This is an optimization exercise on Yosys and OpenROAD, whose aim is small area, not a production implementation.
In this exercise RTL edits were held to simulation tests only and were not proved equivalent to the original.
No activity file was given, so power comes from the tool's default toggle rates.

$ cat flow/design.v
module lcd_rgb_colorbar (
    input clk,
    input rst_n,
    input  [23:0] lcd_rgb_i,
    output lcd_de,
    output [23:0] lcd_rgb_o,
    output lcd_bl,
    output lcd_rst,
    output lcd_hs,
    output lcd_vs
);
    reg run;
    reg [1:0] pan;
    reg [2:0] s;
    reg [7:0] p;
    reg [1:0] vs;
    reg [9:0] q;
    wire [2:0] st = {lcd_rgb_i[7], lcd_rgb_i[15], lcd_rgb_i[23]};
    reg [1:0] pan_in;
    reg ok_in;
    always @(*) begin
        ok_in = 1'b1;
        case (st)
        3'b000: pan_in = 2'd0;
        3'b001: pan_in = 2'd1;
        3'b010: pan_in = 2'd2;
        3'b100: pan_in = 2'd1;
        3'b101: pan_in = 2'd3;
        default: begin pan_in = 2'bx; ok_in = 1'b0; end
        endcase
    end
    reg [2:0] s_nx;
    reg [7:0] p_ld;
    always @(*) begin
        case ({pan, s})
        5'b00_000: begin s_nx = 3'd1; p_ld = 8'd42; end
        5'b00_001: begin s_nx = 3'd2; p_ld = 8'd95; end
        5'b00_010: begin s_nx = 3'd3; p_ld = 8'd95; end
        5'b00_011: begin s_nx = 3'd4; p_ld = 8'd95; end
        5'b00_100: begin s_nx = 3'd5; p_ld = 8'd95; end
        5'b00_101: begin s_nx = 3'd6; p_ld = 8'd95; end
        5'b00_110: begin s_nx = 3'd0; p_ld = 8'd1; end
        5'b00_111: begin s_nx = 3'd7; p_ld = 8'bx; end
        5'b01_000: begin s_nx = 3'd1; p_ld = 8'd215; end
        5'b01_001: begin s_nx = 3'd2; p_ld = 8'd159; end
        5'b01_010: begin s_nx = 3'd3; p_ld = 8'd159; end
        5'b01_011: begin s_nx = 3'd4; p_ld = 8'd159; end
        5'b01_100: begin s_nx = 3'd5; p_ld = 8'd159; end
        5'b01_101: begin s_nx = 3'd6; p_ld = 8'd159; end
        5'b01_110: begin s_nx = 3'd0; p_ld = 8'd39; end
        5'b01_111: begin s_nx = 3'd7; p_ld = 8'bx; end
        5'b10_000: begin s_nx = 3'd1; p_ld = 8'd159; end
        5'b10_001: begin s_nx = 3'd2; p_ld = 8'd203; end
        5'b10_010: begin s_nx = 3'd3; p_ld = 8'd203; end
        5'b10_011: begin s_nx = 3'd4; p_ld = 8'd203; end
        5'b10_100: begin s_nx = 3'd5; p_ld = 8'd203; end
        5'b10_101: begin s_nx = 3'd6; p_ld = 8'd207; end
        5'b10_110: begin s_nx = 3'd0; p_ld = 8'd159; end
        5'b10_111: begin s_nx = 3'd7; p_ld = 8'bx; end
        5'b11_000: begin s_nx = 3'd1; p_ld = 8'd89; end
        5'b11_001: begin s_nx = 3'd2; p_ld = 8'd255; end
        5'b11_010: begin s_nx = 3'd3; p_ld = 8'd255; end
        5'b11_011: begin s_nx = 3'd4; p_ld = 8'd255; end
        5'b11_100: begin s_nx = 3'd5; p_ld = 8'd255; end
        5'b11_101: begin s_nx = 3'd6; p_ld = 8'd255; end
        5'b11_110: begin s_nx = 3'd0; p_ld = 8'd69; end
        5'b11_111: begin s_nx = 3'd7; p_ld = 8'bx; end
        default: begin s_nx = 3'bx; p_ld = 8'bx; end
        endcase
    end
    reg [1:0] vs_nx;
    reg [9:0] q_ld;
    always @(*) begin
        case ({pan, vs})
        4'b00_00: begin vs_nx = 2'd1; q_ld = 10'd271; end
        4'b00_01: begin vs_nx = 2'd2; q_ld = 10'd1; end
        4'b00_10: begin vs_nx = 2'd0; q_ld = 10'd11; end
        4'b01_00: begin vs_nx = 2'd1; q_ld = 10'd479; end
        4'b01_01: begin vs_nx = 2'd2; q_ld = 10'd9; end
        4'b01_10: begin vs_nx = 2'd0; q_ld = 10'd34; end
        4'b10_00: begin vs_nx = 2'd1; q_ld = 10'd599; end
        4'b10_01: begin vs_nx = 2'd2; q_ld = 10'd11; end
        4'b10_10: begin vs_nx = 2'd0; q_ld = 10'd22; end
        4'b11_00: begin vs_nx = 2'd1; q_ld = 10'd799; end
        4'b11_01: begin vs_nx = 2'd2; q_ld = 10'd9; end
        4'b11_10: begin vs_nx = 2'd0; q_ld = 10'd12; end
        default: begin vs_nx = 2'bx; q_ld = 10'bx; end
        endcase
    end
    wire pe = (p == 8'd0);
    wire qe = (q == 10'd0);
    wire le = pe && (s == 3'd0);   
    always @(posedge clk or negedge rst_n)
        if (!rst_n) run <= 1'b0;
        else        run <= 1'b1;
    always @(posedge clk) begin
        if (!run) begin
            pan <= pan_in;
            s   <= ok_in ? 3'd0 : 3'd7;
            p   <= 8'd1;
            vs  <= 2'd2;
            q   <= 10'd0;
        end else begin
            if (pe) begin s <= s_nx; p <= p_ld; end
            else p <= p - 8'd1;
            if (le) begin
                if (qe) begin vs <= vs_nx; q <= q_ld; end
                else q <= q - 10'd1;
            end
        end
    end
    wire de = run && (vs == 2'd1) && (s == 3'd2 || s == 3'd3 || s == 3'd4 || s == 3'd5 || s == 3'd6);
    wire cr = de && (s == 3'd2 || s == 3'd4);
    wire cg = de && (s == 3'd2 || s == 3'd5);
    wire cb = de && (s == 3'd2 || s == 3'd6);
    assign lcd_de    = de;
    assign lcd_rgb_o = {{8{cr}}, {8{cg}}, {8{cb}}};
    assign lcd_bl  = 1'b1;
    assign lcd_rst = 1'b1;
    assign lcd_hs  = 1'b1;
    assign lcd_vs  = 1'b1;
endmodule
$ cat flow/run.sh
#!/bin/bash
# synth_recipe.tcl (not shown) runs the flow's synth.tcl, then flattens the netlist and writes it again
# the make line also repeats each setting of config.mk as NAME=value (left out here)
make -C /OpenROAD-flow-scripts/flow DESIGN_CONFIG=/design/flow/config.mk WORK_HOME=/design/flow/orfs CLKGATE_MAP_FILE= SYNTH_SCRIPT=/design/flow/synth_recipe.tcl finish
$ cat flow/config.mk
export PLATFORM = sky130hd
export DESIGN_NAME = lcd_rgb_colorbar
export DESIGN_NICKNAME = lcd_rgb_colorbar
export VERILOG_FILES = /design/flow/design.v
export SDC_FILE = /design/flow/constraint.sdc
export NUM_CORES = 4
export LEC_CHECK = 0
export CAP_MARGIN = 20
export CORE_MARGIN = 2
export CORE_UTILIZATION = 40
export SLEW_MARGIN = 20
$ cat flow/constraint.sdc
create_clock -name core_clock -period 12.5 [get_ports {clk}]
set_input_delay 2.5000 -clock core_clock [delete_from_list [all_inputs] [get_ports {clk}]]
set_output_delay 2.5000 -clock core_clock [all_outputs]
set_load 0.01 [all_outputs]
==> notes.md <==
-- synthesized netlist by cell type (all sizes together), types with 2 or more instances --
library cell	instances
clkbuf	6
a221oi	3
edfxtp	5
xor2	4
o211ai	4
a31oi	3
nand3	8
nand2	21
buf	34
dfxtp	20
mux2	3
ha	9
a21o	2
a21oi	18
nor3	5
o21bai	2
nor2	13
inv	13
and3	5
nand2b	4
nor2b	5
o21a	2
mux2i	8
o22ai	2
or3b	2
nor4	3
a221o	2
o211a	2
nor3b	5
a2111o	2
o21ai	16
or3	3
-- worst max-delay path: stages (launching register included) --
cell             delay [ns]
edfxtp_1               0.52
inv_1                  0.15
ha_1                   0.26
nand2_1                0.07
a21oi_1                0.45
clkdlybuf4s50_1        0.65
-- metrics by stage --
step / hold slack [ns] / instances / util / power [mW] / cell area (um^2)
finish: 0.502 / 314 / 0.459 / 0.342 / 2210
CTS: 0.508 / 314 / 0.459 / 0.342 / 2210
global route: 0.538 / 314 / 0.459 / 0.371 / 2210
global placement: 0.484 / 310 / 0.448 / 0.286 / 2160
detailed placement: 0.493 / 310 / 0.448 / 0.285 / 2160
floorplan: 0.461 / 254 / - / 0.256 / 2040
-- power by group --
part / internal (mW) / leakage (nW) / switching, mW
clock network: 0.0282 / 0.0288 / 0.0285
logic: 0.0700 / 0.628 / 0.0838
registers: 0.105 / 0.226 / 0.0266
total: 0.203 / 0.882 / 0.139
-- metal layers --
| metal | wire length, um | up-vias | share of wire |
|---|---|---|---|
| met5 | 0 | - | 0 |
| met4 | 40 | 0 | 0.0095 |
| met3 | 122 | 5 | 0.029 |
| met2 | 1900 | 33 | 0.45 |
| met1 | 2150 | 745 | 0.51 |
| li1 | - | 856 | - |
-- flip-flops by register name (all words and copies together), names as in the netlist --
register	count
q	10
p	8
s	3
pan	2
vs	2
run	1
-- cell type report --
cell class                 instances  area (um^2)  area share
tap                               67         83.8      0.0379
inverter                          13         48.8      0.0220
sequential                        26          576       0.260
timing repair buffer              29          290       0.131
clock buffer                       4         55.1      0.0249
multi-input combinational        175         1160       0.524
-- cell families after synthesis --
family                   after synthesis
AND/OR/NAND/NOR                       78
AO/OA/AOI/OAI                         67
buffers and inverters                 53
flip-flops                            26
multiplexers                          11
adder cells (fa/ha/maj)                9
XOR/XNOR                               5
other                                  1
-- worst max-delay path by stage --
stage / startpoint / to / slack (ns) / cells after the start
2_1_floorplan: s[2] / lcd_rgb_o[16] / 8.56 / 5
3_3_place_gp: s[1] / lcd_rgb_o[18] / 7.95 / 5
3_5_place_dp: s[1] / lcd_rgb_o[20] / 7.92 / 5
4_1_cts: s[1] / lcd_rgb_o[20] / 7.62 / 5
5_1_grt: s[1] / lcd_rgb_o[21] / 7.44 / 5
6_report: s[1] / lcd_rgb_o[20] / 7.61 / 5
==> flow_metrics.py <==
metrics = {
    "outcome": {
        "run_status": "timing/DRC/antenna clean",
    },
    "clock_tree": {
        "clockRootBuffer": "clkbuf_8",
        "clkLatencyLatePin_ns": 0.27,
        "htreeDepth": 1,
        "hold_buffers": 0,
        "cts_resized": 0,
        "cts.sink_count": 26,
        "clockBufferDepth": 2,
        "cts_tree": "done",
        "numCtsBuffers": 3,
        "post_cts.repair.setup_buffers": 0,
        "clk_pin_slew_worst_paths_ns": 0.10,
    },
    "synth": {
        "syn-cell-area_mm2": 0.00203,
        "synth_edf_count": 5,
        "avgSynthCellArea_um2": 8.12,
        "synth_cell_type_count": 55,
        "synthAdderAreaFrac": 0.0555,
        "ys_seq_area_frac": 0.284,
        "synth_simple_gate_area_share": 0.210,
        "synth_compound_area_frac": 0.219,
        "synth_seq_cells": 26,
        "synthMuxAreaShare": 0.0561,
        "ys.flop_type": "dfxtp_1",
        "synthTopCellsByArea": "dfxtp_1 (20%), buf_4 (10%), edfxtp_1 (7.4%)",
        "synth.largest_area_cell": "dfxtp_1",
        "ys_warn_count": 1,
        "synth_xor_xnor_area_share": 0.0216,
        "synth_top_area_frac": 0.197,
        "synth_top_family_by_area": "compound AO/OA/AOI/OAI gates",
        "synthArstFlopShare": 0.0385,
        "synth_cells": 250,
    },
    "min_path": {
        "min_to": "q[8]",
        "hp-class": "flop to flop",
        "worstHoldStart": "q[8]",
        "min_path_cells": 2,
    },
    "floorplan": {
        "fp.dieW_um": 75.2,
        "fp-row-count": 25,
        "initial_core_util": 0.421,
        "die_area_mm2": 0.00566,
        "ios": 55,
        "dieHeight_um": 75.2,
        "coreArea_mm2": 0.00482,
    },
    "timing": {
        "grt_setup_unrepaired": "false",
        "drv_slew": 0,
        "clock.fmax_mhz": 205,
        "finalWorstSetupSlack_ns": 7.61,
        "period_needed_ns": 4.89,
        "fin_skew_ns": 0.00157,
        "fin_crit_sh": 0.391,
        "maxSlewHeadroom": 0.601,
        "hold_viol": 0,
        "setup_viol": 0,
        "tightest_slew_ns": 0.599,
        "setup_tns_ns": 0,
    },
    "global_route": {
        "grt_pass1_wl_um": 7040,
        "grt_max_degree": 19,
        "busiest_layer": "met1",
        "grt.total_usage": 0.159,
        "first_global_vias": 1427,
        "overflow": 0,
        "use_met2": 0.236,
        "met1_usage": 0.242,
        "antenna_found_initial": 0,
        "met3_usage": 0.0201,
    },
    "finish": {
        "final_common_cell": "clkdlybuf4s50_1",
        "layout.nets": 283,
        "final_cell_mix": "clkdlybuf4s50_1 (29), nand2_1 (21), dfxtp_1 (20)",
        "drive_above_1_share": 0.0567,
        "antenna_cells": 0,
        "syn_to_final_growth_pct": 9.06,
        "fillers": 485,
    },
    "placed_design": {
        "dp_hpwl_um": 3040,
        "place.gp.congestion": 0.784,
        "portBuffers": 29,
        "place_ws_ns": 7.92,
    },
    "power_and_ir_drop": {
        "p_leak_nw": 0.882,
        "ir_drop_v": 0.0000591,
        "p_per_area_mw_per_mm2": 154,
    },
    "setup_path": {
        "ff2ff_path_depth": 6,
        "cp-end-kind": "output pin",
        "rr_endpoint": "q[8]",
        "rrSetupSlack_ns": 10.03,
        "crit_type": "flop to output pin",
        "critPathRequiredTime_ns": 10.00,
        "r2r_start": "s[1]",
        "critPathArrivalTime_ns": 2.39,
        "path_max_fanout": 8,
        "start_kind": "flop",
    },
    "drt": {
        "vias": 1639,
        "drt-pass1-iter-count": 4,
        "wl_per_cell_um": 13.4,
        "post_drt_via_cell_ratio": 5.22,
        "drtIter0Drc": 99,
        "drt_wl_total_um": 4210,
        "ant_nets": 0,
        "drc_errors": 0,
    },
    "job": {
        "drv_cap": 0,
    },
}

==> static timing again, ports no longer ideal <==
The results above use ideal ports. As a check the final layout listed here was re-extracted and re-timed, cells and wires unchanged. Step 1, drivers: a clkbuf_16 drives clk and a buf_2 each remaining input, both assumed. Step 2 times the ports against the registers' clock, not the clock port: input delays grow and output delays shrink by t, the midpoint of the rising clock arrivals with the driver on. Slacks: ideal / step 1 / step 2; pairs: ideal / step 1.
shift t [ns]: 0.298
setup slack, ns: 7.612 / 7.586 / 7.885
worst register clock-pin slew, ns: 0.10 / 0.10
cell pins on the clock port's net: 1
After both steps setup and hold are still met in this run. For this run, drivers alone change the setup slack by -0.026 ns; drivers and shift together by +0.273 ns.
